What follows belongs to an exercise in optimizing a design on an open flow for small area and a short achievable clock period; a production flow would make more cautious choices. No functional check of the RTL was part of any run shown here. Power figures rest on the tool's default switching activity, not on a simulated workload.

==> flow/design.v, too long to show whole: its modules and the start of the top module <==
// module top: 21 lines
// module roba_mid: 17 lines
// module roba_expx: 43 lines
// module roba_expy: 29 lines
// module roba_por: 20 lines
// module roba_in: 185 lines
// module roba_sha: 132 lines
// module roba_shb: 121 lines
// module roba_add: 308 lines
// module g_inv: 1 lines
// module g_nand2: 1 lines
// module g_nor2: 1 lines
// module g_xor2: 1 lines
// module g_xnor2: 1 lines
// module g_a21oi: 1 lines
// module g_o21ai: 1 lines
// module g_o22ai: 1 lines
// module g_nor3: 1 lines
// module g_nor4: 1 lines
// module g_and4: 1 lines
// module g_and2: 1 lines
// module g_nand3: 1 lines
// module g_nand4: 1 lines
// module g_a22o: 1 lines
// module g_a31oi: 1 lines
// module g_a41oi: 1 lines
module top (
    input             clk,
    input      [15:0] x,
    input      [15:0] y,
    output reg [31:0] Q_p
);
  // ...
==> flow/flow/run.sh <==
#!/bin/bash
# Own layout flow: the standard ORFS flow with these changes:
#  - synthesis keeps the modules named in KEEP (flattened again at the end, as the standard flow's script
#    does) so that ABC maps each with a script of its own (ABC_PLAN: module:script pairs);
#  - ports get PORT_BUF buffers;
#  - timing repair aims SETUP_MARGIN ns below the clock period.
# Every tool's output goes to a log file in the work folder (and ORFS's own logs under orfs/logs).
set -euo pipefail
WORK=$(pwd)
FLOWDIR=$WORK/flow
source $FLOWDIR/settings.sh

cp config.mk my_config.mk
cat >> my_config.mk <<EOC
export SETUP_SLACK_MARGIN = ${SETUP_MARGIN}
export TNS_END_PERCENT = 100
export BUFFER_PORTS_ARGS = -buffer_cell ${PORT_BUF}
export SYNTH_KEEP_MODULES = ${KEEP:-}
EOC
[ -n "${EXTRA_MK:-}" ] && printf '%b\n' "$EXTRA_MK" >> my_config.mk

# synthesis script: the standard flow's, with abc run once per module of ABC_PLAN, each with its own script
{
  echo "proc abc {args} {"
  echo "  set i [lsearch -exact \$args -script]"
  echo "  foreach {mod scr} {${ABC_PLAN}} {"
  echo "    set a \$args"
  echo "    lset a [expr {\$i + 1}] $FLOWDIR/\$scr"
  echo "    if {[string match roba_exp* \$mod]} { foreach c {${EXP_DU:-}} { lappend a -dont_use \$c } }"
  echo "    yosys abc {*}\$a \$mod"
  echo "  }"
  echo "}"
  cat synth_recipe.tcl
} > my_synth.tcl

make -C "$FLOW_HOME" DESIGN_CONFIG=$WORK/my_config.mk WORK_HOME=$WORK/orfs CLKGATE_MAP_FILE= \
  SYNTH_SCRIPT=$WORK/my_synth.tcl finish > $WORK/make_finish.log 2>&1

RES=$WORK/orfs/results/$FLOW_PLATFORM/top/base
: # left out here: write the final layout as DEF
==> flow/flow/amap.abc <==
strash; dch -f; amap
==> flow/flow/exp.abc <==
strash; dch -f; map -D 900; topo; buffer -N 8; upsize -D 900; dnsize -D 900; stime -p
==> flow/flow/gate.abc <==
strash; map -a
==> flow/flow/settings.sh <==
SETUP_MARGIN=9.4
PORT_BUF=sky130_fd_sc_hd__buf_1
KEEP="roba_expx roba_expy g_a21oi g_inv g_nand2 g_nor2 g_nor3 g_o21ai g_o22ai g_xnor2 g_xor2 "
ABC_PLAN="roba_expx exp.abc roba_expy exp.abc g_* gate.abc top amap.abc"
EXTRA_MK='export ADDER_MAP_FILE =
export CTS_BUF_LIST = sky130_fd_sc_hd__clkbuf_8
export CTS_CLUSTER_SIZE = 32
export CTS_CLUSTER_DIAMETER = 60
export SKIP_GATE_CLONING = 1
export REMOVE_ABC_BUFFERS = 1'
EXP_DU="sky130_fd_sc_hd__nor4_* sky130_fd_sc_hd__nor3_* sky130_fd_sc_hd__or4_* sky130_fd_sc_hd__or3_* sky130_fd_sc_hd__a211oi_* sky130_fd_sc_hd__a2111oi_* sky130_fd_sc_hd__o2111ai_* sky130_fd_sc_hd__a311oi_* sky130_fd_sc_hd__o311ai_* sky130_fd_sc_hd__a41oi_* sky130_fd_sc_hd__o41ai_* sky130_fd_sc_hd__nor4b_* sky130_fd_sc_hd__nor3b_* sky130_fd_sc_hd__or2_* sky130_fd_sc_hd__and4_* sky130_fd_sc_hd__a221oi_* sky130_fd_sc_hd__o221ai_*"
==> flow/standard.sh <==
#!/bin/bash
# synth_recipe.tcl (not shown) runs the flow's synth.tcl, then flattens the netlist and writes it again
# the make line also repeats each setting of config.mk as NAME=value (left out here)
make -C /OpenROAD-flow-scripts/flow DESIGN_CONFIG=/design/flow/config.mk WORK_HOME=/design/flow/orfs CLKGATE_MAP_FILE= SYNTH_SCRIPT=/design/flow/synth_recipe.tcl "${@:-finish}"
==> flow/config.mk <==
export PLATFORM = sky130hd
export DESIGN_NAME = top
export DESIGN_NICKNAME = top
export VERILOG_FILES = /design/flow/design.v
export SDC_FILE = /design/flow/constraint.sdc
export NUM_CORES = 8
export LEC_CHECK = 0
export CAP_MARGIN = 20
export CORE_MARGIN = 2
export CORE_UTILIZATION = 40
export SLEW_MARGIN = 20
==> flow/constraint.sdc <==
create_clock -name core_clock -period 14.0 [get_ports {clk}]
set_input_delay 2.8000 -clock core_clock [delete_from_list [all_inputs] [get_ports {clk}]]
set_output_delay 2.8000 -clock core_clock [all_outputs]
set_load 0.01 [all_outputs]
==> metrics.cfg, run 1 <==
[synthesis]
synth_cells=817
ys_seq_area_share_pct=23.91
yosys.area.top_type_share_pct=23.91
synth_flop_cell=dfxtp_1
yosys.area.top_type=dfxtp_1
synth.area.mux_share_pct=0
synthTopCellsByCount=nor2_1 (134), o22ai_1 (123), nand2_1 (116), xnor2_1 (92), o21ai_0 (72)

[sta]
fin_crit_sh_pct=30.78
fmax_mhz=232.0
hold_viol=0
fin_tns_setup_ns=0

[critical_path]
reg2reg_to=Q_p[29]$_DFF_P_
slowest_delay_ns=0.54
critPathKind=register to register
cp_max_fo=16
cp_top_family=compound AO/OA/AOI/OAI gates
cp.required_ns=14.28

[drt]
route.met2.wl_um=6361

[placement]
io_buffers=64
post-place-ws_ns=8.099

[power_and_ir_drop]
internal_power_uw=518.6
power.leakage_uw=0.002196
switching_share_pct=41.61
power.density_nw_per_um2=137.3

[hold_path]
whs_endpoint=Q_p[31]$_DFF_P_

[clock_tree]
clock_path_buffers=2
cts_tree=built
clkLatencyLatePin_ns=0.36

[global_routing]
gr-usage-met2_pct=31.36
grt_max_degree=33

[layout]
num-nonclk-buffers=75
clockBufferCount=12
clkCellAreaFrac_pct=3.328

[status]
status=no timing/DRC/antenna violations

[die]
num_io_pins=65
die_y_um=120.6

==> module roba_sha, before the edit <==
module roba_sha (
    input  [15:0] d,
    input  [3:0]  e,
    output [30:0] o
);
  wire en_1, en_2, en_3, en_4, sh_5, sh_6, sh_7, sh_8, sh_9, sh_10, sh_11, sh_12, sh_13, sh_14, sh_15, sh_16, sh_17, sh_18, sh_19, sh_20, sh_21, sh_22, sh_23, sh_24, sh_25, sh_26, sh_27, sh_28, sh_29, sh_30, sh_31, sh_32, sh_33, sh_34, sh_35, sh_36, sh_37, sh_38, sh_39, sh_40, sh_41, sh_42, sh_43, sh_44, sh_45, sh_46, sh_47, sh_48, sh_49, sh_50, sh_51, sh_52, sh_53, sh_54, sh_55, sh_56, sh_57, sh_58, sh_59, sh_60, sh_61, sh_62, sh_63, sh_64, sh_65, sh_66, sh_67, sh_68, sh_69, sh_70, sh_71, sh_72, sh_73, sh_74, sh_75, sh_76, sh_77, sh_78, sh_79, sh_80, sh_81, sh_82, sh_83, sh_84, sh_85, sh_86, sh_87, sh_88, sh_89, sh_90, sh_91, sh_92, sh_93, sh_94;
  g_inv u1 (e[0], en_1);
  g_inv u2 (e[1], en_2);
  g_inv u3 (e[2], en_3);
  g_inv u4 (e[3], en_4);
  g_nand2 u5 (en_1, d[0], sh_5);
  g_o22ai u6 (d[0], en_1, d[1], e[0], sh_6);
  g_o22ai u7 (d[1], en_1, d[2], e[0], sh_7);
  g_o22ai u8 (d[2], en_1, d[3], e[0], sh_8);
  g_o22ai u9 (d[3], en_1, d[4], e[0], sh_9);
  g_o22ai u10 (d[4], en_1, d[5], e[0], sh_10);
  g_o22ai u11 (d[5], en_1, d[6], e[0], sh_11);
  g_o22ai u12 (d[6], en_1, d[7], e[0], sh_12);
  g_o22ai u13 (d[7], en_1, d[8], e[0], sh_13);
  g_o22ai u14 (d[8], en_1, d[9], e[0], sh_14);
  g_o22ai u15 (d[9], en_1, d[10], e[0], sh_15);
  g_o22ai u16 (d[10], en_1, d[11], e[0], sh_16);
  g_o22ai u17 (d[11], en_1, d[12], e[0], sh_17);
  g_o22ai u18 (d[12], en_1, d[13], e[0], sh_18);
  g_o22ai u19 (d[13], en_1, d[14], e[0], sh_19);
  g_o22ai u20 (d[14], en_1, d[15], e[0], sh_20);
  g_nand2 u21 (e[0], d[15], sh_21);
  g_nor2 u22 (e[1], sh_5, sh_22);
  g_nor2 u23 (e[1], sh_6, sh_23);
  g_o22ai u24 (sh_5, en_2, sh_7, e[1], sh_24);
  g_o22ai u25 (sh_6, en_2, sh_8, e[1], sh_25);
  g_o22ai u26 (sh_7, en_2, sh_9, e[1], sh_26);
  g_o22ai u27 (sh_8, en_2, sh_10, e[1], sh_27);
  g_o22ai u28 (sh_9, en_2, sh_11, e[1], sh_28);
  g_o22ai u29 (sh_10, en_2, sh_12, e[1], sh_29);
  g_o22ai u30 (sh_11, en_2, sh_13, e[1], sh_30);
  g_o22ai u31 (sh_12, en_2, sh_14, e[1], sh_31);
  g_o22ai u32 (sh_13, en_2, sh_15, e[1], sh_32);
  g_o22ai u33 (sh_14, en_2, sh_16, e[1], sh_33);
  g_o22ai u34 (sh_15, en_2, sh_17, e[1], sh_34);
  g_o22ai u35 (sh_16, en_2, sh_18, e[1], sh_35);
  g_o22ai u36 (sh_17, en_2, sh_19, e[1], sh_36);
  g_o22ai u37 (sh_18, en_2, sh_20, e[1], sh_37);
  g_o22ai u38 (sh_19, en_2, sh_21, e[1], sh_38);
  g_nor2 u39 (en_2, sh_20, sh_39);
  g_nor2 u40 (en_2, sh_21, sh_40);
  g_nand2 u41 (en_3, sh_22, sh_41);
  g_nand2 u42 (en_3, sh_23, sh_42);
  g_nand2 u43 (en_3, sh_24, sh_43);
  g_nand2 u44 (en_3, sh_25, sh_44);
  g_o22ai u45 (sh_22, en_3, sh_26, e[2], sh_45);
  g_o22ai u46 (sh_23, en_3, sh_27, e[2], sh_46);
  g_o22ai u47 (sh_24, en_3, sh_28, e[2], sh_47);
  g_o22ai u48 (sh_25, en_3, sh_29, e[2], sh_48);
  g_o22ai u49 (sh_26, en_3, sh_30, e[2], sh_49);
  g_o22ai u50 (sh_27, en_3, sh_31, e[2], sh_50);
  g_o22ai u51 (sh_28, en_3, sh_32, e[2], sh_51);
  g_o22ai u52 (sh_29, en_3, sh_33, e[2], sh_52);
  g_o22ai u53 (sh_30, en_3, sh_34, e[2], sh_53);
  g_o22ai u54 (sh_31, en_3, sh_35, e[2], sh_54);
  g_o22ai u55 (sh_32, en_3, sh_36, e[2], sh_55);
  g_o22ai u56 (sh_33, en_3, sh_37, e[2], sh_56);
  g_o22ai u57 (sh_34, en_3, sh_38, e[2], sh_57);
  g_o22ai u58 (sh_35, en_3, sh_39, e[2], sh_58);
  g_o22ai u59 (sh_36, en_3, sh_40, e[2], sh_59);
  g_nand2 u60 (e[2], sh_37, sh_60);
  g_nand2 u61 (e[2], sh_38, sh_61);
  g_nand2 u62 (e[2], sh_39, sh_62);
  g_nand2 u63 (e[2], sh_40, sh_63);
  g_nor2 u64 (e[3], sh_41, sh_64);
  g_nor2 u65 (e[3], sh_42, sh_65);
  g_nor2 u66 (e[3], sh_43, sh_66);
  g_nor2 u67 (e[3], sh_44, sh_67);
  g_nor2 u68 (e[3], sh_45, sh_68);
  g_nor2 u69 (e[3], sh_46, sh_69);
  g_nor2 u70 (e[3], sh_47, sh_70);
  g_nor2 u71 (e[3], sh_48, sh_71);
  g_o22ai u72 (sh_41, en_4, sh_49, e[3], sh_72);
  g_o22ai u73 (sh_42, en_4, sh_50, e[3], sh_73);
  g_o22ai u74 (sh_43, en_4, sh_51, e[3], sh_74);
  g_o22ai u75 (sh_44, en_4, sh_52, e[3], sh_75);
  g_o22ai u76 (sh_45, en_4, sh_53, e[3], sh_76);
  g_o22ai u77 (sh_46, en_4, sh_54, e[3], sh_77);
  g_o22ai u78 (sh_47, en_4, sh_55, e[3], sh_78);
  g_o22ai u79 (sh_48, en_4, sh_56, e[3], sh_79);
  g_o22ai u80 (sh_49, en_4, sh_57, e[3], sh_80);
  g_o22ai u81 (sh_50, en_4, sh_58, e[3], sh_81);
  g_o22ai u82 (sh_51, en_4, sh_59, e[3], sh_82);
  g_o22ai u83 (sh_52, en_4, sh_60, e[3], sh_83);
  g_o22ai u84 (sh_53, en_4, sh_61, e[3], sh_84);
  g_o22ai u85 (sh_54, en_4, sh_62, e[3], sh_85);
  g_o22ai u86 (sh_55, en_4, sh_63, e[3], sh_86);
  g_nor2 u87 (en_4, sh_56, sh_87);
  g_nor2 u88 (en_4, sh_57, sh_88);
  g_nor2 u89 (en_4, sh_58, sh_89);
  g_nor2 u90 (en_4, sh_59, sh_90);
  g_nor2 u91 (en_4, sh_60, sh_91);
  g_nor2 u92 (en_4, sh_61, sh_92);
  g_nor2 u93 (en_4, sh_62, sh_93);
  g_nor2 u94 (en_4, sh_63, sh_94);
  assign o[0] = sh_64;
  assign o[1] = sh_65;
  assign o[2] = sh_66;
  assign o[3] = sh_67;
  assign o[4] = sh_68;
  assign o[5] = sh_69;
  assign o[6] = sh_70;
  assign o[7] = sh_71;
  assign o[8] = sh_72;
  assign o[9] = sh_73;
  assign o[10] = sh_74;
  assign o[11] = sh_75;
  assign o[12] = sh_76;
  assign o[13] = sh_77;
  assign o[14] = sh_78;
  assign o[15] = sh_79;
  assign o[16] = sh_80;
  assign o[17] = sh_81;
  assign o[18] = sh_82;
  assign o[19] = sh_83;
  assign o[20] = sh_84;
  assign o[21] = sh_85;
  assign o[22] = sh_86;
  assign o[23] = sh_87;
  assign o[24] = sh_88;
  assign o[25] = sh_89;
  assign o[26] = sh_90;
  assign o[27] = sh_91;
  assign o[28] = sh_92;
  assign o[29] = sh_93;
  assign o[30] = sh_94;
endmodule
==> run 2, diff against run 1 <==
--- a/flow/design.v
+++ b/flow/design.v
@@ -321,128 +321,151 @@
 );
-  wire en_1, en_2, en_3, en_4, sh_5, sh_6, sh_7, sh_8, sh_9, sh_10, sh_11, sh_12, sh_13, sh_14, sh_15, sh_16, sh_17, sh_18, sh_19, sh_20, sh_21, sh_22, sh_23, sh_24, sh_25, sh_26, sh_27, sh_28, sh_29, sh_30, sh_31, sh_32, sh_33, sh_34, sh_35, sh_36, sh_37, sh_38, sh_39, sh_40, sh_41, sh_42, sh_43, sh_44, sh_45, sh_46, sh_47, sh_48, sh_49, sh_50, sh_51, sh_52, sh_53, sh_54, sh_55, sh_56, sh_57, sh_58, sh_59, sh_60, sh_61, sh_62, sh_63, sh_64, sh_65, sh_66, sh_67, sh_68, sh_69, sh_70, sh_71, sh_72, sh_73, sh_74, sh_75, sh_76, sh_77, sh_78, sh_79, sh_80, sh_81, sh_82, sh_83, sh_84, sh_85, sh_86, sh_87, sh_88, sh_89, sh_90, sh_91, sh_92, sh_93, sh_94;
-  g_inv u1 (e[0], en_1);
-  g_inv u2 (e[1], en_2);
-  g_inv u3 (e[2], en_3);
-  g_inv u4 (e[3], en_4);
+  wire en_1, en_2, en_3, en_4, sh_5, sh_6, sh_7, sh_8, sh_9, sh_10, sh_11, sh_12, sh_13, sh_14, sh_15, sh_16, sh_17, sh_18, sh_19, sh_20, sh_21, sh_22, sh_23, sh_24, sh_25, sh_26, sh_27, sh_28, sh_29, sh_30, sh_31, sh_32, sh_33, sh_34, sh_35, sh_36, sh_37, sh_38, sh_39, sh_40, sh_41, sh_42, sh_43, sh_44, sh_45, sh_46, sh_47, sh_48, sh_49, sh_50, sh_51, sh_52, sh_53, sh_54, sh_55, sh_56, sh_57, sh_58, sh_59, sh_60, sh_61, sh_62, sh_63, sh_64, sh_65, sh_66, sh_67, sh_68, sh_69, sh_70, sh_71, sh_72, sh_73, sh_74, sh_75, sh_76, sh_77, sh_78, sh_79, sh_80, sh_81, sh_82, sh_83, sh_84, sh_85, sh_86, sh_87, sh_88, sh_89, sh_90, sh_91, sh_92, sh_93, sh_94, sh_95, sh_96, sh_97, sh_98, sh_99, sh_100, sh_101, sh_102, sh_103, sh_104, sh_105, sh_106, sh_107, sh_108, sh_109, sh_110, sh_111, sh_112, sh_113, sh_114, sh_115, sh_116, sh_117;
+  g_inv u1 (e[3], en_1);
+  g_inv u2 (e[2], en_2);
+  g_inv u3 (e[1], en_3);
+  g_inv u4 (e[0], en_4);
   g_nand2 u5 (en_1, d[0], sh_5);
-  g_o22ai u6 (d[0], en_1, d[1], e[0], sh_6);
-  g_o22ai u7 (d[1], en_1, d[2], e[0], sh_7);
-  g_o22ai u8 (d[2], en_1, d[3], e[0], sh_8);
-  g_o22ai u9 (d[3], en_1, d[4], e[0], sh_9);
-  g_o22ai u10 (d[4], en_1, d[5], e[0], sh_10);
-  g_o22ai u11 (d[5], en_1, d[6], e[0], sh_11);
-  g_o22ai u12 (d[6], en_1, d[7], e[0], sh_12);
-  g_o22ai u13 (d[7], en_1, d[8], e[0], sh_13);
-  g_o22ai u14 (d[8], en_1, d[9], e[0], sh_14);
-  g_o22ai u15 (d[9], en_1, d[10], e[0], sh_15);
-  g_o22ai u16 (d[10], en_1, d[11], e[0], sh_16);
-  g_o22ai u17 (d[11], en_1, d[12], e[0], sh_17);
-  g_o22ai u18 (d[12], en_1, d[13], e[0], sh_18);
-  g_o22ai u19 (d[13], en_1, d[14], e[0], sh_19);
-  g_o22ai u20 (d[14], en_1, d[15], e[0], sh_20);
-  g_nand2 u21 (e[0], d[15], sh_21);
-  g_nor2 u22 (e[1], sh_5, sh_22);
-  g_nor2 u23 (e[1], sh_6, sh_23);
-  g_o22ai u24 (sh_5, en_2, sh_7, e[1], sh_24);
-  g_o22ai u25 (sh_6, en_2, sh_8, e[1], sh_25);
-  g_o22ai u26 (sh_7, en_2, sh_9, e[1], sh_26);
-  g_o22ai u27 (sh_8, en_2, sh_10, e[1], sh_27);
-  g_o22ai u28 (sh_9, en_2, sh_11, e[1], sh_28);
-  g_o22ai u29 (sh_10, en_2, sh_12, e[1], sh_29);
-  g_o22ai u30 (sh_11, en_2, sh_13, e[1], sh_30);
-  g_o22ai u31 (sh_12, en_2, sh_14, e[1], sh_31);
-  g_o22ai u32 (sh_13, en_2, sh_15, e[1], sh_32);
-  g_o22ai u33 (sh_14, en_2, sh_16, e[1], sh_33);
-  g_o22ai u34 (sh_15, en_2, sh_17, e[1], sh_34);
-  g_o22ai u35 (sh_16, en_2, sh_18, e[1], sh_35);
-  g_o22ai u36 (sh_17, en_2, sh_19, e[1], sh_36);
-  g_o22ai u37 (sh_18, en_2, sh_20, e[1], sh_37);
-  g_o22ai u38 (sh_19, en_2, sh_21, e[1], sh_38);
-  g_nor2 u39 (en_2, sh_20, sh_39);
-  g_nor2 u40 (en_2, sh_21, sh_40);
-  g_nand2 u41 (en_3, sh_22, sh_41);
-  g_nand2 u42 (en_3, sh_23, sh_42);
-  g_nand2 u43 (en_3, sh_24, sh_43);
-  g_nand2 u44 (en_3, sh_25, sh_44);
-  g_o22ai u45 (sh_22, en_3, sh_26, e[2], sh_45);
-  g_o22ai u46 (sh_23, en_3, sh_27, e[2], sh_46);
-  g_o22ai u47 (sh_24, en_3, sh_28, e[2], sh_47);
-  g_o22ai u48 (sh_25, en_3, sh_29, e[2], sh_48);
-  g_o22ai u49 (sh_26, en_3, sh_30, e[2], sh_49);
-  g_o22ai u50 (sh_27, en_3, sh_31, e[2], sh_50);
-  g_o22ai u51 (sh_28, en_3, sh_32, e[2], sh_51);
-  g_o22ai u52 (sh_29, en_3, sh_33, e[2], sh_52);
-  g_o22ai u53 (sh_30, en_3, sh_34, e[2], sh_53);
-  g_o22ai u54 (sh_31, en_3, sh_35, e[2], sh_54);
-  g_o22ai u55 (sh_32, en_3, sh_36, e[2], sh_55);
-  g_o22ai u56 (sh_33, en_3, sh_37, e[2], sh_56);
-  g_o22ai u57 (sh_34, en_3, sh_38, e[2], sh_57);
-  g_o22ai u58 (sh_35, en_3, sh_39, e[2], sh_58);
-  g_o22ai u59 (sh_36, en_3, sh_40, e[2], sh_59);
-  g_nand2 u60 (e[2], sh_37, sh_60);
-  g_nand2 u61 (e[2], sh_38, sh_61);
-  g_nand2 u62 (e[2], sh_39, sh_62);
-  g_nand2 u63 (e[2], sh_40, sh_63);
-  g_nor2 u64 (e[3], sh_41, sh_64);
-  g_nor2 u65 (e[3], sh_42, sh_65);
-  g_nor2 u66 (e[3], sh_43, sh_66);
-  g_nor2 u67 (e[3], sh_44, sh_67);
-  g_nor2 u68 (e[3], sh_45, sh_68);
-  g_nor2 u69 (e[3], sh_46, sh_69);
-  g_nor2 u70 (e[3], sh_47, sh_70);
-  g_nor2 u71 (e[3], sh_48, sh_71);
-  g_o22ai u72 (sh_41, en_4, sh_49, e[3], sh_72);
-  g_o22ai u73 (sh_42, en_4, sh_50, e[3], sh_73);
-  g_o22ai u74 (sh_43, en_4, sh_51, e[3], sh_74);
-  g_o22ai u75 (sh_44, en_4, sh_52, e[3], sh_75);
-  g_o22ai u76 (sh_45, en_4, sh_53, e[3], sh_76);
-  g_o22ai u77 (sh_46, en_4, sh_54, e[3], sh_77);
-  g_o22ai u78 (sh_47, en_4, sh_55, e[3], sh_78);
-  g_o22ai u79 (sh_48, en_4, sh_56, e[3], sh_79);
-  g_o22ai u80 (sh_49, en_4, sh_57, e[3], sh_80);
-  g_o22ai u81 (sh_50, en_4, sh_58, e[3], sh_81);
-  g_o22ai u82 (sh_51, en_4, sh_59, e[3], sh_82);
-  g_o22ai u83 (sh_52, en_4, sh_60, e[3], sh_83);
-  g_o22ai u84 (sh_53, en_4, sh_61, e[3], sh_84);
-  g_o22ai u85 (sh_54, en_4, sh_62, e[3], sh_85);
-  g_o22ai u86 (sh_55, en_4, sh_63, e[3], sh_86);
-  g_nor2 u87 (en_4, sh_56, sh_87);
-  g_nor2 u88 (en_4, sh_57, sh_88);
-  g_nor2 u89 (en_4, sh_58, sh_89);
-  g_nor2 u90 (en_4, sh_59, sh_90);
-  g_nor2 u91 (en_4, sh_60, sh_91);
-  g_nor2 u92 (en_4, sh_61, sh_92);
-  g_nor2 u93 (en_4, sh_62, sh_93);
-  g_nor2 u94 (en_4, sh_63, sh_94);
-  assign o[0] = sh_64;
-  assign o[1] = sh_65;
-  assign o[2] = sh_66;
-  assign o[3] = sh_67;
-  assign o[4] = sh_68;
-  assign o[5] = sh_69;
-  assign o[6] = sh_70;
-  assign o[7] = sh_71;
-  assign o[8] = sh_72;
-  assign o[9] = sh_73;
-  assign o[10] = sh_74;
-  assign o[11] = sh_75;
-  assign o[12] = sh_76;
-  assign o[13] = sh_77;
-  assign o[14] = sh_78;
-  assign o[15] = sh_79;
-  assign o[16] = sh_80;
-  assign o[17] = sh_81;
-  assign o[18] = sh_82;
-  assign o[19] = sh_83;
-  assign o[20] = sh_84;
-  assign o[21] = sh_85;
-  assign o[22] = sh_86;
-  assign o[23] = sh_87;
-  assign o[24] = sh_88;
-  assign o[25] = sh_89;
-  assign o[26] = sh_90;
-  assign o[27] = sh_91;
-  assign o[28] = sh_92;
-  assign o[29] = sh_93;
-  assign o[30] = sh_94;
+  g_nand2 u6 (en_1, d[1], sh_6);
+  g_nand2 u7 (en_1, d[2], sh_7);
+  g_nand2 u8 (en_1, d[3], sh_8);
+  g_nand2 u9 (en_1, d[4], sh_9);
+  g_nand2 u10 (en_1, d[5], sh_10);
+  g_nand2 u11 (en_1, d[6], sh_11);
+  g_nand2 u12 (en_1, d[7], sh_12);
+  g_o22ai u13 (d[0], en_1, d[8], e[3], sh_13);
+  g_o22ai u14 (d[1], en_1, d[9], e[3], sh_14);
+  g_o22ai u15 (d[2], en_1, d[10], e[3], sh_15);
+  g_o22ai u16 (d[3], en_1, d[11], e[3], sh_16);
+  g_o22ai u17 (d[4], en_1, d[12], e[3], sh_17);
+  g_o22ai u18 (d[5], en_1, d[13], e[3], sh_18);
+  g_o22ai u19 (d[6], en_1, d[14], e[3], sh_19);
+  g_o22ai u20 (d[7], en_1, d[15], e[3], sh_20);
+  g_nand2 u21 (e[3], d[8], sh_21);
+  g_nand2 u22 (e[3], d[9], sh_22);
+  g_nand2 u23 (e[3], d[10], sh_23);
+  g_nand2 u24 (e[3], d[11], sh_24);
+  g_nand2 u25 (e[3], d[12], sh_25);
+  g_nand2 u26 (e[3], d[13], sh_26);
+  g_nand2 u27 (e[3], d[14], sh_27);
+  g_nand2 u28 (e[3], d[15], sh_28);
+  g_nor2 u29 (e[2], sh_5, sh_29);
+  g_nor2 u30 (e[2], sh_6, sh_30);
+  g_nor2 u31 (e[2], sh_7, sh_31);
+  g_nor2 u32 (e[2], sh_8, sh_32);
+  g_o22ai u33 (sh_5, en_2, sh_9, e[2], sh_33);
+  g_o22ai u34 (sh_6, en_2, sh_10, e[2], sh_34);
+  g_o22ai u35 (sh_7, en_2, sh_11, e[2], sh_35);
+  g_o22ai u36 (sh_8, en_2, sh_12, e[2], sh_36);
+  g_o22ai u37 (sh_9, en_2, sh_13, e[2], sh_37);
+  g_o22ai u38 (sh_10, en_2, sh_14, e[2], sh_38);
+  g_o22ai u39 (sh_11, en_2, sh_15, e[2], sh_39);
+  g_o22ai u40 (sh_12, en_2, sh_16, e[2], sh_40);
+  g_o22ai u41 (sh_13, en_2, sh_17, e[2], sh_41);
+  g_o22ai u42 (sh_14, en_2, sh_18, e[2], sh_42);
+  g_o22ai u43 (sh_15, en_2, sh_19, e[2], sh_43);
+  g_o22ai u44 (sh_16, en_2, sh_20, e[2], sh_44);
+  g_o22ai u45 (sh_17, en_2, sh_21, e[2], sh_45);
+  g_o22ai u46 (sh_18, en_2, sh_22, e[2], sh_46);
+  g_o22ai u47 (sh_19, en_2, sh_23, e[2], sh_47);
+  g_o22ai u48 (sh_20, en_2, sh_24, e[2], sh_48);
+  g_o22ai u49 (sh_21, en_2, sh_25, e[2], sh_49);
+  g_o22ai u50 (sh_22, en_2, sh_26, e[2], sh_50);
+  g_o22ai u51 (sh_23, en_2, sh_27, e[2], sh_51);
+  g_o22ai u52 (sh_24, en_2, sh_28, e[2], sh_52);
+  g_nor2 u53 (en_2, sh_25, sh_53);
+  g_nor2 u54 (en_2, sh_26, sh_54);
+  g_nor2 u55 (en_2, sh_27, sh_55);
+  g_nor2 u56 (en_2, sh_28, sh_56);
+  g_nand2 u57 (en_3, sh_29, sh_57);
+  g_nand2 u58 (en_3, sh_30, sh_58);
+  g_o22ai u59 (sh_29, en_3, sh_31, e[1], sh_59);
+  g_o22ai u60 (sh_30, en_3, sh_32, e[1], sh_60);
+  g_o22ai u61 (sh_31, en_3, sh_33, e[1], sh_61);
+  g_o22ai u62 (sh_32, en_3, sh_34, e[1], sh_62);
+  g_o22ai u63 (sh_33, en_3, sh_35, e[1], sh_63);
+  g_o22ai u64 (sh_34, en_3, sh_36, e[1], sh_64);
+  g_o22ai u65 (sh_35, en_3, sh_37, e[1], sh_65);
+  g_o22ai u66 (sh_36, en_3, sh_38, e[1], sh_66);
+  g_o22ai u67 (sh_37, en_3, sh_39, e[1], sh_67);
+  g_o22ai u68 (sh_38, en_3, sh_40, e[1], sh_68);
+  g_o22ai u69 (sh_39, en_3, sh_41, e[1], sh_69);
+  g_o22ai u70 (sh_40, en_3, sh_42, e[1], sh_70);
+  g_o22ai u71 (sh_41, en_3, sh_43, e[1], sh_71);
+  g_o22ai u72 (sh_42, en_3, sh_44, e[1], sh_72);
+  g_o22ai u73 (sh_43, en_3, sh_45, e[1], sh_73);
+  g_o22ai u74 (sh_44, en_3, sh_46, e[1], sh_74);
+  g_o22ai u75 (sh_45, en_3, sh_47, e[1], sh_75);
+  g_o22ai u76 (sh_46, en_3, sh_48, e[1], sh_76);
+  g_o22ai u77 (sh_47, en_3, sh_49, e[1], sh_77);
+  g_o22ai u78 (sh_48, en_3, sh_50, e[1], sh_78);
+  g_o22ai u79 (sh_49, en_3, sh_51, e[1], sh_79);
+  g_o22ai u80 (sh_50, en_3, sh_52, e[1], sh_80);
+  g_o22ai u81 (sh_51, en_3, sh_53, e[1], sh_81);
+  g_o22ai u82 (sh_52, en_3, sh_54, e[1], sh_82);
+  g_o22ai u83 (sh_53, en_3, sh_55, e[1], sh_83);
+  g_o22ai u84 (sh_54, en_3, sh_56, e[1], sh_84);
+  g_nand2 u85 (e[1], sh_55, sh_85);
+  g_nand2 u86 (e[1], sh_56, sh_86);
+  g_nor2 u87 (e[0], sh_57, sh_87);
+  g_o22ai u88 (sh_57, en_4, sh_58, e[0], sh_88);
+  g_o22ai u89 (sh_58, en_4, sh_59, e[0], sh_89);
+  g_o22ai u90 (sh_59, en_4, sh_60, e[0], sh_90);
+  g_o22ai u91 (sh_60, en_4, sh_61, e[0], sh_91);
+  g_o22ai u92 (sh_61, en_4, sh_62, e[0], sh_92);
+  g_o22ai u93 (sh_62, en_4, sh_63, e[0], sh_93);
+  g_o22ai u94 (sh_63, en_4, sh_64, e[0], sh_94);
+  g_o22ai u95 (sh_64, en_4, sh_65, e[0], sh_95);
+  g_o22ai u96 (sh_65, en_4, sh_66, e[0], sh_96);
+  g_o22ai u97 (sh_66, en_4, sh_67, e[0], sh_97);
+  g_o22ai u98 (sh_67, en_4, sh_68, e[0], sh_98);
+  g_o22ai u99 (sh_68, en_4, sh_69, e[0], sh_99);
+  g_o22ai u100 (sh_69, en_4, sh_70, e[0], sh_100);
+  g_o22ai u101 (sh_70, en_4, sh_71, e[0], sh_101);
+  g_o22ai u102 (sh_71, en_4, sh_72, e[0], sh_102);
+  g_o22ai u103 (sh_72, en_4, sh_73, e[0], sh_103);
+  g_o22ai u104 (sh_73, en_4, sh_74, e[0], sh_104);
+  g_o22ai u105 (sh_74, en_4, sh_75, e[0], sh_105);
+  g_o22ai u106 (sh_75, en_4, sh_76, e[0], sh_106);
+  g_o22ai u107 (sh_76, en_4, sh_77, e[0], sh_107);
+  g_o22ai u108 (sh_77, en_4, sh_78, e[0], sh_108);
+  g_o22ai u109 (sh_78, en_4, sh_79, e[0], sh_109);
+  g_o22ai u110 (sh_79, en_4, sh_80, e[0], sh_110);
+  g_o22ai u111 (sh_80, en_4, sh_81, e[0], sh_111);
+  g_o22ai u112 (sh_81, en_4, sh_82, e[0], sh_112);
+  g_o22ai u113 (sh_82, en_4, sh_83, e[0], sh_113);
+  g_o22ai u114 (sh_83, en_4, sh_84, e[0], sh_114);
+  g_o22ai u115 (sh_84, en_4, sh_85, e[0], sh_115);
+  g_o22ai u116 (sh_85, en_4, sh_86, e[0], sh_116);
+  g_nor2 u117 (en_4, sh_86, sh_117);
+  assign o[0] = sh_87;
+  assign o[1] = sh_88;
+  assign o[2] = sh_89;
+  assign o[3] = sh_90;
+  assign o[4] = sh_91;
+  assign o[5] = sh_92;
+  assign o[6] = sh_93;
+  assign o[7] = sh_94;
+  assign o[8] = sh_95;
+  assign o[9] = sh_96;
+  assign o[10] = sh_97;
+  assign o[11] = sh_98;
+  assign o[12] = sh_99;
+  assign o[13] = sh_100;
+  assign o[14] = sh_101;
+  assign o[15] = sh_102;
+  assign o[16] = sh_103;
+  assign o[17] = sh_104;
+  assign o[18] = sh_105;
+  assign o[19] = sh_106;
+  assign o[20] = sh_107;
+  assign o[21] = sh_108;
+  assign o[22] = sh_109;
+  assign o[23] = sh_110;
+  assign o[24] = sh_111;
+  assign o[25] = sh_112;
+  assign o[26] = sh_113;
+  assign o[27] = sh_114;
+  assign o[28] = sh_115;
+  assign o[29] = sh_116;
+  assign o[30] = sh_117;
 endmodule
@@ -888,3 +911,2 @@
 module g_and4  (input a, input b, input c, input d, output y); assign y = a & b & c & d;  endmodule
-module g_and2  (input a, input b, output y);          assign y = a & b;                   endmodule
 module g_nand3 (input a, input b, input c, output y); assign y = ~(a & b & c);          endmodule
==> run 2 against run 1 <==
Area after synthesis up 2.6%; sequential share of layout area fell by 0.12 points; count of clock-buffer cells in the layout is 1 lower; clock skew rose by 0.00097 ns; critical path depth is the same; largest power group unchanged; highest routed layer unchanged.
==> metrics.cfg, run 2 <==
[clock_tree]
clk_pin_slew_worst_paths_ns=0.07
clock_sinks=65
cts-root-buf=clkbuf_8
cts.htree.levels=3
cts-hold-fix-buffers=0
clkLatencyLatePin_ns=0.37  ; about the same
cts_buffers=9
cts_tree=built
clock_path_buffers=2  ; unchanged

[placement]
dp_cells=1085
finalWeightedCongestion=0.9514
io_buffers=64  ; unchanged
place_hpwl_um=11400

[flow_run]
maxCapViolations=0

[die]
initial_core_util_pct=40.55
die_y_um=122.2  ; +1.3%
num_io_pins=65  ; unchanged
die_w_um=122.2
die_area_um2=14920
coreArea_um2=13770
core.rowCount=43

[layout]
largest_register_ffs=32
largest-register=Q_p
regArea_um2=1303
diodes=0
nets=956
multi_input_area_um2=4151
layout_commonest_cell=o22ai_1
fin_util_pct=47.24
drive_above_1_share_pct=7.120
synthToLayoutAreaGrowth_pct=16.49
fillers=1498
largestRegisters=Q_p: 32 flops, ax_r: 16 flops, ay_r: 16 flops
fin_cells=1107
most-common-layout-cells=o22ai_1 (142), nand2_1 (126), nor2_1 (121), xnor2_1 (85), o21ai_0 (66)

[synthesis]
yosysUniqueCellTypes=34
synth_cells=840  ; +2.8%
yosys.area.top_type=dfxtp_1
synth_area_um2=5585
yosys.area.top_type_share_pct=23.30  ; -0.62 points
yosysMostFrequentCell=o22ai_1
ys_seq_area_share_pct=23.30  ; -0.62 points
async_flop_share_pct=0
synth_flop_cell=dfxtp_1
synth_area_leaders=dfxtp_1 (23%), o22ai_1 (16%), xnor2_1 (14%)
synth-edff-count=0
ys_ff_latch=65
syn_area_per_cell_um2=6.649
yosysWarnings=2
synthTopCellsByCount=o22ai_1 (146), nand2_1 (126), nor2_1 (124), xnor2_1 (92), o21ai_0 (72)

[hold_path]
min-delay-start=s_r$_DFF_P_
hp-class=register to register

[sta]
fin_crit_sh_pct=29.95  ; -0.84 points
slew_headroom_pct=32.79
period_needed_ns=4.193
hold_viol=0  ; unchanged
fmax_mhz=238.5  ; +2.8%
setup_viol=0
rsz0062_at_grt=false
fin_skew_ns=0.01051
slew_violations=0
fin_tns_setup_ns=0  ; unchanged
max_slew.worst_pin.slew_ns=1.008

[critical_path]
reg2reg_to=Q_p[18]$_DFF_P_
reg2regPathDepth=20
cp.required_ns=14.28  ; about the same
cp_max_fo=32  ; +16
arrival_ns=4.48
r2r_slack_ns=9.81
critPathLaunch=ay_r[15]$_DFF_P_
crit_end=Q_p[18]$_DFF_P_
critPathKind=register to register
r2r_start=ay_r[15]$_DFF_P_
crit_path_end_kind=register
start_kind=register

[global_routing]
grt-ovfl-total=0
grt_util_all_layers_pct=19.58
grt_pass1_vias=5107
grt_pass1_wl_um=23670
antenna_found_initial=0
grt_max_degree=33  ; unchanged

[drt]
post-route-drc-count=0
dr.pass1.iters=5
drtIter0Drc=388
post_drt_wl_per_cell_um=13.22
vias=5891
viasPerCell=5.322
wl_um=14630
antenna_left=0

[power_and_ir_drop]
power.leakage_uw=0.002200  ; +0.21%
ir_drop_uv=50.26
power.density_nw_per_um2=136.2  ; -0.79%
power.total_uw=886.3

[status]
status=no timing/DRC/antenna violations

run 2: changes by cell type in the layout (fill, tap and decap cells not counted), moves of 2 or more:
cell | before | now
clkinv_4 | 0 | 2
clkinv_2 | 5 | 3
nand2_1 | 116 | 126
a21oi_2 | 4 | 2
nor2_1 | 126 | 121
a21oi_1 | 37 | 40
o21ai_4 | 3 | 1
o21ai_1 | 6 | 2
o21ai_0 | 61 | 66
o22ai_1 | 108 | 142
o22ai_2 | 15 | 4
nor2_2 | 8 | 2
run 2: critical path, cell delays in order (launching register included):
cell and delay [ns]:
dfxtp_1 0.33, nor2_1 0.14, nand3_1 0.13, nor2_1 0.24
o21ai_2 0.09, buf_6 0.19, o21ai_0 0.22, buf_4 0.27
clkinvlp_4 0.24, clkbuf_4 0.25, o22ai_1 0.25, o22ai_1 0.17
xnor2_1 0.35, nor2_1 0.14, nand2_1 0.15, nor2_1 0.06
a21oi_1 0.15, buf_4 0.18, clkinv_1 0.19, a21oi_1 0.22
xnor2_1 0.14
run 2: where the power goes:
group	internal (uW)	leakage, uW	switching (uW)	total, uW
clock network	89.6	0.000106	69.7	159
registers	236	0.000549	26.6	263
logic	189	0.00155	275	464
run 2: final cells by class:
type,count,area share (%)
flip-flops and latches,65,20.02
repair buffers,75,5.077
multi-input cells,699,63.81
inverters,73,4.635
well taps,180,3.462
clock inverters,4,0.6731
clock buffers,11,2.327
run 2: repair_timing:
action,in CTS,in global routing
endpoints found under the setup margin,28,19
buffers inserted,1,6
pin swaps,1,6
resized for setup,16,28
run 2: routing by layer:
| layer | GRT usage (%) | up-vias | part of all wire [%] |
|---|---|---|---|
| met5 | 0 | - | 0 |
| met4 | 9.195 | 0 | 3.0 |
| met3 | 2.949 | 38 | 4.3 |
| met2 | 30.62 | 162 | 44 |
| met1 | 26.43 | 2552 | 49 |
| li1 | - | 3139 | - |
run 2: cells by family (layout without fill, tap and decap cells):
family | Yosys count | after routing | synth area share (%)
buffers and inverters | 76 | 163 | 5.264
AND/OR/NAND/NOR | 292 | 292 | 22.16
flip-flops | 65 | 65 | 23.30
XOR/XNOR | 123 | 123 | 19.29
AO/OA/AOI/OAI | 284 | 284 | 30.00
run 2: Yosys stat by module (local to each module, per instance):
module | cell area (um^2) | flip-flops and latches | cells inside
top | 1466 | 65 | 91
roba_expx | 580.6 | 0 | 102
roba_expy | 203.9 | 0 | 44
g_xnor2 | 8.758 | 0 | 1
g_xor2 | 8.758 | 0 | 1
g_o22ai | 6.256 | 0 | 1
g_a21oi | 5.005 | 0 | 1
g_nor3 | 5.005 | 0 | 1
g_o21ai | 5.005 | 0 | 1
g_inv | 3.754 | 0 | 1
g_nand2 | 3.754 | 0 | 1
g_nor2 | 3.754 | 0 | 1
run 2: how the worst min path moves through the flow:
stage               slack [ns]  cells after the start              end
finish                    0.85                      0  Q_p[31]$_DFF_P_
global route              0.89                      0  Q_p[31]$_DFF_P_
CTS                       0.88                      0  Q_p[31]$_DFF_P_
detailed placement        0.88                      0  Q_p[31]$_DFF_P_
global placement          0.88                      0  Q_p[31]$_DFF_P_
floorplan                 0.82                      7   Q_p[1]$_DFF_P_
run 2: through the flow:
stage	hold WS [ns]	worst slack, ns	instance area [um^2]
after floorplan	0.8201	7.612	5565
after global placement	0.8762	8.273	6066
after detailed placement	0.8801	8.199	6066
after CTS	0.8826	9.443	6315
after global routing	0.8897	9.386	6506
final	0.8452	9.807	6506
==> run 3, diff against run 2 <==
--- a/flow/flow/run.sh
+++ b/flow/flow/run.sh
@@ -28,3 +28,2 @@
   echo "    lset a [expr {\$i + 1}] $FLOWDIR/\$scr"
-  echo "    if {[string match roba_exp* \$mod]} { foreach c {${EXP_DU:-}} { lappend a -dont_use \$c } }"
   echo "    yosys abc {*}\$a \$mod"
==> flow/flow/settings.sh (replaced) <==
SETUP_MARGIN=10
PORT_BUF=sky130_fd_sc_hd__buf_1
KEEP="roba_expx roba_expy g_a21oi g_inv g_nand2 g_nor2 g_nor3 g_o21ai g_o22ai g_xnor2 g_xor2 "
ABC_PLAN="roba_expx exp.abc roba_expy exp.abc g_* gate.abc top amap.abc"
EXTRA_MK='export ADDER_MAP_FILE =
export CTS_BUF_LIST = sky130_fd_sc_hd__clkbuf_8
export CTS_CLUSTER_SIZE = 32
export CTS_CLUSTER_DIAMETER = 60
export TNS_END_PERCENT = 0'
==> run 3 against run 2 <==
Utilization rose by 8.5 points; critical endpoint is now Q_p[21]$_DFF_P_; largest power group unchanged; clock power barely moved; cell count rose by 3.5%; still clean on timing, DRC and antenna.
==> metrics.cfg, run 3 <==
[status]
status=no timing/DRC/antenna violations

[sta]
fmax_mhz=252.0  ; +5.7%
fin_tns_setup_ns=0  ; unchanged
fin_crit_sh_pct=28.34  ; -1.6 points
slew_headroom_pct=32.59  ; -0.19 points
setup_viol=0  ; unchanged
period_needed_ns=3.967  ; -0.2252 ns
slew_violations=0  ; unchanged
rsz0062_at_grt=true
hold_viol=0  ; unchanged
fin_ws_ns=10.03  ; +0.2252 ns
fin_skew_ns=0.01981  ; +0.009300 ns
max_slew.worst_pin.slew_ns=1.011  ; +0.002885 ns

[layout]
layout_commonest_cell=nand2_1
largest_register_ffs=32  ; unchanged
diodes=0  ; unchanged
largestRegisters=Q_p: 32 flops, ax_r: 16 flops, ay_r: 16 flops
most-common-layout-cells=nand2_1 (121), nor2_1 (103), o22ai_1 (81), xnor2_1 (71)
drive_above_1_share_pct=24.84  ; +18 points
largest-register=Q_p
synthToLayoutAreaGrowth_pct=36.85
nets=995  ; +4.1%
fillers=1366  ; -8.8%

[synthesis]
synthTopCellsByCount=o22ai_1 (146), nand2_1 (124), nor2_1 (119), xnor2_1 (92), o21ai_0 (67)
yosysWarnings=2  ; unchanged
yosys.area.top_type_share_pct=23.20  ; -0.099 points
ys_seq_area_share_pct=23.20  ; -0.099 points
synth_simple_gate_area_share_pct=21.99  ; -0.16 points
ys_ff_latch=65  ; unchanged
synth.area.mux_share_pct=0  ; unchanged
yosys.area.top_type=dfxtp_1
async_flop_share_pct=0  ; unchanged
synth_cells=836  ; -0.48%
synth_flop_cell=dfxtp_1
synth-edff-count=0  ; unchanged
synth_fa_ha_area_share_pct=0  ; unchanged
synth_area_leaders=dfxtp_1 (23%), o22ai_1 (16%), xnor2_1 (14%)
synth_area_um2=5609  ; +0.43%
syn_area_per_cell_um2=6.709  ; +0.91%
yosysMostFrequentCell=o22ai_1
yosysUniqueCellTypes=37  ; +8.8%
synth_top_family_by_area=compound AO/OA/AOI/OAI gates
synth_compound_area_share_pct=30.18  ; +0.19 points
synth_xor_area_share_pct=19.21  ; -0.082 points

[hold_path]
worstHoldPathCells=0  ; unchanged
hp-class=register to register
min-delay-start=s_r$_DFF_P_
whs_endpoint=Q_p[31]$_DFF_P_

[global_routing]
grt_max_degree=33  ; unchanged
grt-ovfl-total=0  ; unchanged
grt_pass1_wl_um=26320  ; +11%
grt_pass1_vias=5544  ; +8.6%
antenna_found_initial=0  ; unchanged
grt_util_all_layers_pct=21.81  ; +2.2 points

[placement]
place_hpwl_um=11450  ; +0.47%
post-place-ws_ns=9.049  ; +0.8499 ns
finalWeightedCongestion=1.032  ; +8.5%
io_buffers=64  ; unchanged

[critical_path]
crit_path_end_kind=register
arrival_ns=4.28  ; -0.20 ns
r2r_start=ax_r[15]$_DFF_P_
reg2reg_to=Q_p[21]$_DFF_P_
start_kind=register
critPathKind=register to register
cp.required_ns=14.31  ; +0.03 ns
cp_max_fo=10  ; -69%
r2r_slack_ns=10.03  ; +0.23 ns
reg2regPathDepth=21  ; +5.0%

[clock_tree]
cts-hold-fix-buffers=0  ; unchanged
clock_path_buffers=2  ; unchanged
clkLatencyLatePin_ns=0.38  ; about the same
cts_tree=built
cts_buffers=9  ; unchanged
cts-root-buf=clkbuf_8
clock_sinks=65  ; unchanged
clk_pin_slew_worst_paths_ns=0.09  ; +0.02 ns
cts.htree.levels=3  ; unchanged

[power_and_ir_drop]
power.density_nw_per_um2=130.3  ; -4.4%
ir_drop_uv=59.64  ; +19%
power.leakage_uw=0.002629  ; +19%

[die]
die_y_um=122.4  ; +0.21%
num_io_pins=65  ; unchanged
coreArea_um2=13770  ; unchanged
initial_core_util_pct=40.72  ; +0.17 points
die_area_um2=14990  ; +0.42%
core.rowCount=43  ; unchanged
die_w_um=122.4  ; +0.21%

[drt]
dr.pass1.iters=6  ; +1
antenna_left=0  ; unchanged
post_drt_wl_per_cell_um=15.01  ; +14%
wl_um=17210  ; +18%
viasPerCell=5.652  ; +6.2%
vias=6477  ; +9.9%
drtIter0Drc=632  ; +63%
post-route-drc-count=0  ; unchanged

[flow_run]
maxCapViolations=0  ; unchanged

-- run 3: cell types whose count changed after synthesis, moves of 3 or more --
cell,previous run,this run
a41oi_1,0,11
a21oi_1,42,46
and3_1,3,0
a31oi_1,12,0
nor2_1,124,119
o21ai_0,72,67
nor3_1,1,4
-- run 3: report_power, final --
group	switching, uW	internal (uW)
registers	28.7	236
logic	330	246
clock network	79.4	80.1
total	438	562
-- run 3: critical path: stages, from the launching register on --
cell and delay [ns]:
dfxtp_2 0.35, nor2_4 0.18, nand2_2 0.14, inv_4 0.11
nand2_4 0.11, inv_2 0.16, o2111ai_4 0.25, buf_4 0.25
a41oi_2 0.29, o22ai_2 0.14, o22ai_2 0.21, o22ai_2 0.14
o22ai_2 0.17, xnor2_1 0.19, o21ai_0 0.14, a21oi_2 0.22
o21ai_2 0.11, a21oi_4 0.19, buf_4 0.16, inv_4 0.05
a21oi_1 0.17, xnor2_1 0.14
-- run 3: how the worst max path moves through the flow --
stage,start,end,slack (ns),cells after the start
floorplan,ay_r[15]$_DFF_P_,Q_p[18]$_DFF_P_,10.01,17
global placement,ax_r[15]$_DFF_P_,Q_p[18]$_DFF_P_,9.05,19
detailed placement,ax_r[15]$_DFF_P_,Q_p[18]$_DFF_P_,9.05,19
CTS,ax_r[15]$_DFF_P_,Q_p[18]$_DFF_P_,10.0,21
global route,ax_r[15]$_DFF_P_,Q_p[21]$_DFF_P_,9.78,21
finish,ax_r[15]$_DFF_P_,Q_p[21]$_DFF_P_,10.03,21
-- run 3: area by class of cell --
| type | count | area, um^2 | share of cell area (%) |
|---|---|---|---|
| clock buffers | 9 | 123.9 | 1.614 |
| clock inverters | 6 | 60.06 | 0.7824 |
| well taps | 180 | 225.2 | 2.934 |
| repair buffers | 115 | 640.6 | 8.346 |
| flip-flops and latches | 65 | 1306 | 17.02 |
| multi-input cells | 697 | 5001 | 65.15 |
| inverters | 74 | 319.1 | 4.156 |
-- run 3: logic make-up (layout without fill, tap and decap cells) --
| kind of cell | count (synthesis) | after routing |
|---|---|---|
| and+or+nand+nor | 288 | 289 |
| AOI/OAI and AO/OA | 282 | 285 |
| xor gates and xnor gates | 123 | 123 |
| buffers and inverters | 78 | 204 |
| DFF | 65 | 65 |
-- run 3: through the flow --
step | std cells | hold WS (ns) | instance area [um^2] | total power [uW] | utilization, %
after detailed placement | 1078 | 0.8722 | 6142 | 714.7 | 44.59
after global routing | 1146 | 0.8992 | 7676 | 1073 | 55.73
after global placement | 1078 | 0.8678 | 6142 | 713.8 | 44.59
after floorplan | 836 | 0.8128 | 5684 | 612.4 | -
final | 1146 | 0.8527 | 7676 | 999.8 | 55.73
after CTS | 1112 | 0.8774 | 6795 | 909.1 | 49.34
-- run 3: metal layers --
| layer | track usage (%) | routed length [um] | up-vias |
|---|---|---|---|
| met1 | 28.15 | 7639 | 2941 |
| met3 | 3.903 | 1007 | 48 |
| met4 | 10.92 | 704 | 0 |
| li1 | - | - | 3234 |
| met2 | 34.90 | 7853 | 254 |
| met5 | 0 | 0 | - |
-- run 3: timing repair --
item | 4_1_cts | 5_1_grt
pin swaps | 14 | 26
buffers inserted | 15 | 34
gates resized for setup | 58 | 119
cloned | 4 | 0
endpoints found under the setup margin | 25 | 31
endpoints found under the hold margin | 0 | 0
-- run 3: Yosys stat by module (local to each module, per instance) --
module,cells,area [um^2],flops+latches,copies in the design
g_nor3,1,5.005,0,1
g_nand2,1,3.754,0,107
roba_expx,99,609.3,0,1
g_xor2,1,8.758,0,31
g_inv,1,3.754,0,51
g_xnor2,1,8.758,0,92
g_o22ai,1,6.256,0,146
g_o21ai,1,5.005,0,43
top,91,1466,65,1
g_a21oi,1,5.005,0,28
roba_expy,43,198.9,0,1
g_nor2,1,3.754,0,104
==> run 4, diff against run 3 <==
--- a/flow/flow/settings.sh
+++ b/flow/flow/settings.sh
@@ -1,2 +1,2 @@
-SETUP_MARGIN=10
+SETUP_MARGIN=9.75
 PORT_BUF=sky130_fd_sc_hd__buf_1
==> run 4 against run 3 <==
Still clean on timing, DRC and antenna; critical path depth fell by 1; die area is the same; cell count fell by 2.4%; synthesized cell count is the same; worst hold slack worse by 0.0045 ns; total power decreased by 7.6%; setup slack got worse by 0.11 ns; global-route usage down 1.3 points; wire length is 8.7% lower; highest routed layer unchanged.
==> metrics.cfg, run 4 <==
[layout]
most-common-layout-cells=nand2_1 (122), nor2_1 (111), o22ai_1 (109), xnor2_1 (82), buf_1 (64)
largestRegisters=Q_p: 32 flops, ax_r: 16 flops, ay_r: 16 flops
diodes=0  ; unchanged
layout_commonest_cell=nand2_1
largest-register=Q_p
drive_above_1_share_pct=16.61  ; -8.2 points
fillers=1470  ; +7.6%
nets=967  ; -2.8%
largest_register_ffs=32  ; unchanged
synthToLayoutAreaGrowth_pct=27.06
fin_area_um2=7127  ; -7.2%

[synthesis]
yosys.area.top_type_share_pct=23.20  ; unchanged
yosysUniqueCellTypes=37  ; unchanged
synthTopCellsByCount=o22ai_1 (146), nand2_1 (124), nor2_1 (119), xnor2_1 (92), o21ai_0 (67)
async_flop_share_pct=0  ; unchanged
synth_area_leaders=dfxtp_1 (23%), o22ai_1 (16%), xnor2_1 (14%)
syn_area_per_cell_um2=6.709  ; unchanged
synth_area_um2=5609  ; unchanged
ys_ff_latch=65  ; unchanged
synth-edff-count=0  ; unchanged
yosysWarnings=2  ; unchanged
yosys.area.top_type=dfxtp_1
ys_seq_area_share_pct=23.20  ; unchanged
synth_flop_cell=dfxtp_1
yosysMostFrequentCell=o22ai_1
synth_cells=836  ; unchanged

[die]
die_area_um2=14990  ; unchanged
num_io_pins=65  ; unchanged
die_y_um=122.4  ; unchanged
core.rowCount=43  ; unchanged
coreArea_um2=13770  ; unchanged
die_w_um=122.4  ; unchanged
initial_core_util_pct=40.72  ; unchanged

[drt]
viasPerCell=5.533  ; -2.1%
dr.pass1.iters=7  ; +1
antenna_left=0  ; unchanged
drtIter0Drc=547  ; -13%
wl_um=15700  ; -8.7%
post-route-drc-count=0  ; unchanged
post_drt_wl_per_cell_um=14.03  ; -6.5%
vias=6191  ; -4.4%

[sta]
rsz0062_at_grt=true
fin_ws_ns=9.918  ; -0.1140 ns
period_needed_ns=4.082  ; +0.1140 ns
hold_viol=0  ; unchanged
max_slew.worst_pin.slew_ns=0.9834  ; -0.02773 ns
slew_headroom_pct=34.44  ; +1.8 points
fin_tns_setup_ns=0  ; unchanged
fin_crit_sh_pct=29.15  ; +0.81 points
slew_violations=0  ; unchanged
setup_viol=0  ; unchanged
fin_skew_ns=0.01128  ; -0.008528 ns
fmax_mhz=245.0  ; -2.8%

[placement]
io_buffers=64  ; unchanged
post-place-ws_ns=8.721  ; -0.3283 ns
placed_area_um2=6122  ; -0.33%
place_hpwl_um=11390  ; -0.56%
finalWeightedCongestion=0.9753  ; -5.5%

[clock_tree]
cts_tree=built
clk_pin_slew_worst_paths_ns=0.08  ; about the same
cts-root-buf=clkbuf_8
clock_sinks=65  ; unchanged
cts.htree.levels=3  ; unchanged
clkLatencyLatePin_ns=0.37  ; about the same
cts_buffers=9  ; unchanged
clock_path_buffers=2  ; unchanged

[hold_path]
whs_endpoint=Q_p[31]$_DFF_P_
worstHoldPathCells=0  ; unchanged
hp-class=register to register
min-delay-start=s_r$_DFF_P_

[critical_path]
slowest_stage=dfxtp_1
start_kind=register
critPathBufInv=3  ; -2
r2r_slack_ns=9.92  ; -0.11 ns
cp_cell_sequence=nor2_4 -> nand2_2 -> inv_4 -> nand2_4 -> nor3_4 -> a221oi_4 -> buf_4 -> a41oi_4 -> o22ai_1 -> o22ai_1 -> o22ai_2 -> o22ai_2 -> xnor2_1 -> o21ai_1 -> a21oi_1 -> o21ai_1 -> a21oi_4 -> buf_4 -> o21ai_0 -> xor2_1
reg2regPathDepth=20  ; -4.8%
slowest_delay_ns=0.43  ; +0.08 ns
crit_path_end_kind=register
critPathKind=register to register
critPathLaunch=ax_r[15]$_DFF_P_
cp_max_fo=8  ; -2
cp_top_family=compound AO/OA/AOI/OAI gates
reg2reg_to=Q_p[20]$_DFF_P_
cp.required_ns=14.25  ; -0.06 ns
arrival_ns=4.33  ; +0.05 ns
r2r_start=ax_r[15]$_DFF_P_

[power_and_ir_drop]
ir_drop_uv=51.31  ; -14%
power.density_nw_per_um2=129.6  ; -0.52%
power.leakage_uw=0.002399  ; -8.8%

[global_routing]
grt_pass1_vias=5253  ; -5.2%
grt_max_degree=33  ; unchanged
grt_util_all_layers_pct=20.56  ; -1.3 points
grt-ovfl-total=0  ; unchanged
grt_pass1_wl_um=24990  ; -5.1%
antenna_found_initial=0  ; unchanged

[flow_run]
maxCapViolations=0  ; unchanged

[status]
status=no timing/DRC/antenna violations

[run 4: cell counts after synthesis]
Identical to the previous run, type by type.
[run 4: worst max-delay path by stage]
| stage | depth (start not counted) | endpoint | slack, ns |
|---|---|---|---|
| floorplan | 19 | Q_p[24]$_DFF_P_ | 9.80 |
| global placement | 18 | Q_p[24]$_DFF_P_ | 8.68 |
| detailed placement | 18 | Q_p[30]$_DFF_P_ | 8.72 |
| CTS | 20 | Q_p[30]$_DFF_P_ | 9.76 |
| global route | 20 | Q_p[28]$_DFF_P_ | 9.68 |
| finish | 20 | Q_p[20]$_DFF_P_ | 9.92 |
[run 4: kinds of logic after synthesis]
kind of cell	count (synthesis)	synth area share (%)
AOI/OAI and AO/OA	282	30.18
xor gates and xnor gates	123	19.21
buffers and inverters	78	5.420
DFF	65	23.20
and+or+nand+nor	288	21.99
[run 4: area by class of cell]
cell class	count	area, um^2	share of cell area (%)
multi-input combinational	696	4639	65.10
sequential	65	1304	18.29
timing repair buffer	87	457.9	6.426
inverter	74	312.8	4.389
tap	180	225.2	3.160
clock buffer	11	151.4	2.124
clock inverter	5	30.03	0.4213
timing repair inverter	1	6.256	0.08778
[run 4: worst reg2reg max path, stage by stage (launching register included)]
cell and delay [ns]:
dfxtp_1 0.43, nor2_4 0.09, nand2_2 0.14, inv_4 0.07
nand2_4 0.16, nor3_4 0.08, a221oi_4 0.37, buf_4 0.24
a41oi_4 0.21, o22ai_1 0.25, o22ai_1 0.17, o22ai_2 0.24
o22ai_2 0.13, xnor2_1 0.34, o21ai_1 0.15, a21oi_1 0.14
o21ai_1 0.11, a21oi_4 0.20, buf_4 0.17, o21ai_0 0.11
xor2_1 0.18
[run 4: per-module statistics from Yosys, one instance, submodules excluded]
module,flip-flops and latches,copies in the design,cells inside
g_a21oi,0,28,1
g_inv,0,51,1
g_nand2,0,107,1
g_nor2,0,104,1
g_nor3,0,1,1
g_o21ai,0,43,1
g_o22ai,0,146,1
g_xnor2,0,92,1
g_xor2,0,31,1
roba_expx,0,1,99
roba_expy,0,1,43
top,65,1,91
[run 4: power by group]
| part | switching [uW] | internal [uW] |
|---|---|---|
| Combinational | 297 | 217 |
| Sequential | 28.2 | 236 |
| Clock | 73.3 | 72.7 |
[run 4: stage by stage]
step	util, %	total power [uW]	cells	hold slack [ns]
4_1_cts	47.37	871.8	1102	0.8707
3_5_place_dp	44.45	708.2	1078	0.8610
3_3_place_gp	44.45	708.1	1078	0.8692
5_1_grt	51.74	1004	1119	0.9217
2_1_floorplan	-	611.3	836	0.8128
6_report	51.74	923.4	1119	0.8482
[run 4: timing repair]
action | CTS | global route
setup endpoints to repair | 23 | 20
cloned | 2 | 2
pin swaps | 6 | 13
resized for setup | 35 | 85
hold buffers | 0 | 0
buffers inserted | 6 | 15
[run 4: routing by layer]
layer / share of wire (%) / routed length [um] / GRT usage (%)
met1: 46 / 7281 / 27.38
met5: 0 / 0 / 0
met2: 45 / 6992 / 32.92
met4: 2.7 / 421 / 7.543
met3: 6.4 / 1005 / 4.043
==> run 5, diff against run 4 <==
--- a/flow/flow/settings.sh
+++ b/flow/flow/settings.sh
@@ -8,2 +8,2 @@
 export CTS_CLUSTER_DIAMETER = 60
-export TNS_END_PERCENT = 0'
+export TNS_END_PERCENT = 30'
==> run 5 against run 4 <==
Still clean on timing, DRC and antenna; global-route usage unchanged; register-to-register slack about the same; maximum frequency up 0.15%; critical path depth unchanged; die area unchanged; worst hold slack worse by 0.0077 ns; flip-flop and latch count unchanged; critical path type unchanged; critical endpoint unchanged; largest power group unchanged; highest routed layer unchanged.
==> metrics.cfg, run 5 <==
[status]
status=no timing/DRC/antenna violations

[synthesis]
synth_top_family_by_area=compound AO/OA/AOI/OAI gates
synthTopCellsByCount=o22ai_1 (146), nand2_1 (124), nor2_1 (119), xnor2_1 (92), o21ai_0 (67)
synth.area.mux_share_pct=0  ; unchanged
yosys.area.top_type_share_pct=23.20  ; unchanged
ys_ff_latch=65  ; unchanged
async_flop_share_pct=0  ; unchanged
synth_simple_gate_area_share_pct=21.99  ; unchanged
yosysMostFrequentCell=o22ai_1
synth_area_um2=5609  ; unchanged
ys_seq_area_share_pct=23.20  ; unchanged
yosys.area.top_type=dfxtp_1
yosysUniqueCellTypes=37  ; unchanged
synth_flop_cell=dfxtp_1
synth_area_leaders=dfxtp_1 (23%), o22ai_1 (16%), xnor2_1 (14%)
synth_compound_area_share_pct=30.18  ; unchanged
yosysWarnings=2  ; unchanged
synth_xor_area_share_pct=19.21  ; unchanged
synth_fa_ha_area_share_pct=0  ; unchanged
syn_area_per_cell_um2=6.709  ; unchanged
synth_cells=836  ; unchanged
synth-edff-count=0  ; unchanged

[layout]
largestRegisters=Q_p: 32 flops, ax_r: 16 flops, ay_r: 16 flops
layout_commonest_cell=nand2_1
drive_above_1_share_pct=16.93  ; +0.32 points
largest_register_ffs=32  ; unchanged
synthToLayoutAreaGrowth_pct=27.30
most-common-layout-cells=nand2_1 (122), nor2_1 (111), o22ai_1 (108), xnor2_1 (81), buf_1 (64)
diodes=0  ; unchanged
largest-register=Q_p
fin_util_pct=51.84  ; +0.10 points
nets=967  ; unchanged

[die]
coreArea_um2=13770  ; unchanged
initial_core_util_pct=40.72  ; unchanged
die_area_um2=14990  ; unchanged
num_io_pins=65  ; unchanged
die_y_um=122.4  ; unchanged
die_w_um=122.4  ; unchanged
core.rowCount=43  ; unchanged

[clock_tree]
clk_pin_slew_worst_paths_ns=0.08  ; about the same
cts_tree=built
cts_buffers=9  ; unchanged
cts-root-buf=clkbuf_8
cts-hold-fix-buffers=0  ; unchanged
clock_path_buffers=2  ; unchanged
clkLatencyLatePin_ns=0.37  ; about the same
clock_sinks=65  ; unchanged
cts.htree.levels=3  ; unchanged

[placement]
io_buffers=64  ; unchanged
place_hpwl_um=11390  ; unchanged
post-place-ws_ns=8.721  ; unchanged
finalWeightedCongestion=0.9753  ; unchanged

[sta]
fin_tns_setup_ns=0  ; unchanged
holdWs_ns=0.8404  ; -0.007746 ns
fin_ws_ns=9.925  ; +0.006070 ns
fin_crit_sh_pct=29.11  ; -0.043 points
period_needed_ns=4.075  ; -0.006070 ns
fmax_mhz=245.4  ; +0.15%
hold_viol=0  ; unchanged
slew_headroom_pct=35.10  ; +0.66 points
slew_violations=0  ; unchanged
max_slew.worst_pin.slew_ns=0.9735  ; -0.009902 ns
fin_skew_ns=0.01124  ; -0.00004010 ns
setup_viol=0  ; unchanged
rsz0062_at_grt=true

[drt]
vias=6198  ; +0.11%
viasPerCell=5.539  ; +0.11%
post-route-drc-count=0  ; unchanged
post_drt_wl_per_cell_um=14.10  ; +0.51%
dr.pass1.iters=6  ; -1
drtIter0Drc=561  ; +2.6%
wl_um=15780  ; +0.51%
antenna_left=0  ; unchanged

[power_and_ir_drop]
power.density_nw_per_um2=129.7  ; +0.10%
power.leakage_uw=0.002404  ; +0.22%
ir_drop_uv=52.59  ; +2.5%

[global_routing]
antenna_found_initial=0  ; unchanged
grt_max_degree=33  ; unchanged
grt_pass1_wl_um=24990  ; unchanged
grt-ovfl-total=0  ; unchanged
grt_util_all_layers_pct=20.56  ; unchanged
grt_pass1_vias=5253  ; unchanged

[critical_path]
crit_top_cell=o22ai_1
cp_top_family=compound AO/OA/AOI/OAI gates
cp_max_fo=8  ; unchanged
critPathBufInv=3  ; unchanged
critPathKind=register to register
arrival_ns=4.33  ; about the same
start_kind=register
cp_cell_sequence=nor2_4 -> nand2_2 -> inv_4 -> nand2_4 -> nor3_4 -> a221oi_4 -> buf_4 -> a41oi_4 -> o22ai_1 -> o22ai_1 -> o22ai_2 -> o22ai_1 -> xnor2_2 -> nor2_1 -> a21oi_1 -> o21ai_1 -> a21oi_4 -> buf_4 -> o21ai_0 -> xor2_1
cp.required_ns=14.25  ; about the same
slowest_stage=dfxtp_1
crit_path_end_kind=register
slowest_delay_ns=0.36  ; -0.07 ns

[flow_run]
maxCapViolations=0  ; unchanged

[hold_path]
hp-class=register to register

## run 5: path summary, 6_finish.rpt
check                         from         endpoint  slack (ns)  cells after the start
hold / removal         s_r$_DFF_P_  Q_p[31]$_DFF_P_        0.84                      0
setup reg to reg  ax_r[15]$_DFF_P_  Q_p[20]$_DFF_P_        9.92                     20
setup / recovery  ax_r[15]$_DFF_P_  Q_p[20]$_DFF_P_        9.92                     20
hold reg to reg        s_r$_DFF_P_  Q_p[31]$_DFF_P_        0.84                      0
## run 5: Yosys stat by module (local to each module, per instance)
module / area, um^2 / flops+latches / times used
top: 1466 / 65 / 1
roba_expx: 609.3 / 0 / 1
roba_expy: 198.9 / 0 / 1
g_xnor2: 8.758 / 0 / 92
g_xor2: 8.758 / 0 / 31
g_o22ai: 6.256 / 0 / 146
g_a21oi: 5.005 / 0 / 28
g_nor3: 5.005 / 0 / 1
g_o21ai: 5.005 / 0 / 43
g_inv: 3.754 / 0 / 51
g_nand2: 3.754 / 0 / 107
g_nor2: 3.754 / 0 / 104
## run 5: per-stage QoR
| stage | cell area (um^2) | cells | total power [uW] |
|---|---|---|---|
| 2_1_floorplan | 5664 | 836 | 611.3 |
| 3_3_place_gp | 6122 | 1078 | 708.1 |
| 3_5_place_dp | 6122 | 1078 | 708.2 |
| 4_1_cts | 6525 | 1102 | 871.8 |
| 5_1_grt | 7141 | 1119 | 1006 |
| 6_report | 7141 | 1119 | 926.2 |
## run 5: power by group
part           switching (uW)  internal (uW)
clock                    73.7           72.7
sequential               28.1            236
combinational             298            217
total                     400            526
## run 5: timing repair
item	CTS	global route
resized for setup	35	88
pin swaps	6	14
setup endpoints to repair	23	20
buffers inserted	6	15
cloned	2	2
## run 5: layer usage
layer / share of wire, % / GRT usage (%)
met1: 46 / 27.38
met2: 45 / 32.92
met5: 0 / 0
met4: 2.4 / 7.543
met3: 6.1 / 4.043
## run 5: cells by family (layout without fill, tap and decap cells)
| kind of cell | count (synthesis) | in the layout |
|---|---|---|
| compound gates | 282 | 284 |
| simple gates | 288 | 289 |
| buf+inv | 78 | 178 |
| xor+xnor | 123 | 123 |
| flops | 65 | 65 |
## run 5: cell type report
class                           count  area [um^2]
Timing Repair inverter              1        6.256
Clock inverter                      5        30.03
Tap cell                          180        225.2
Clock buffer                       11        151.4
Inverter                           74        312.8
Sequential cell                    65         1304
Timing Repair Buffer               87        457.9
Fill cell                        1472         6633
Multi-Input combinational cell    696         4653

Re-timed with assumed drivers on the ports (clkbuf_16 on the clock, buf_2 on other inputs), run 5 has 9.925 ns of setup slack against 9.925 ns with ideal ports, and 9.697 ns once port delays also move by the mid clock arrival of 0.402 ns.
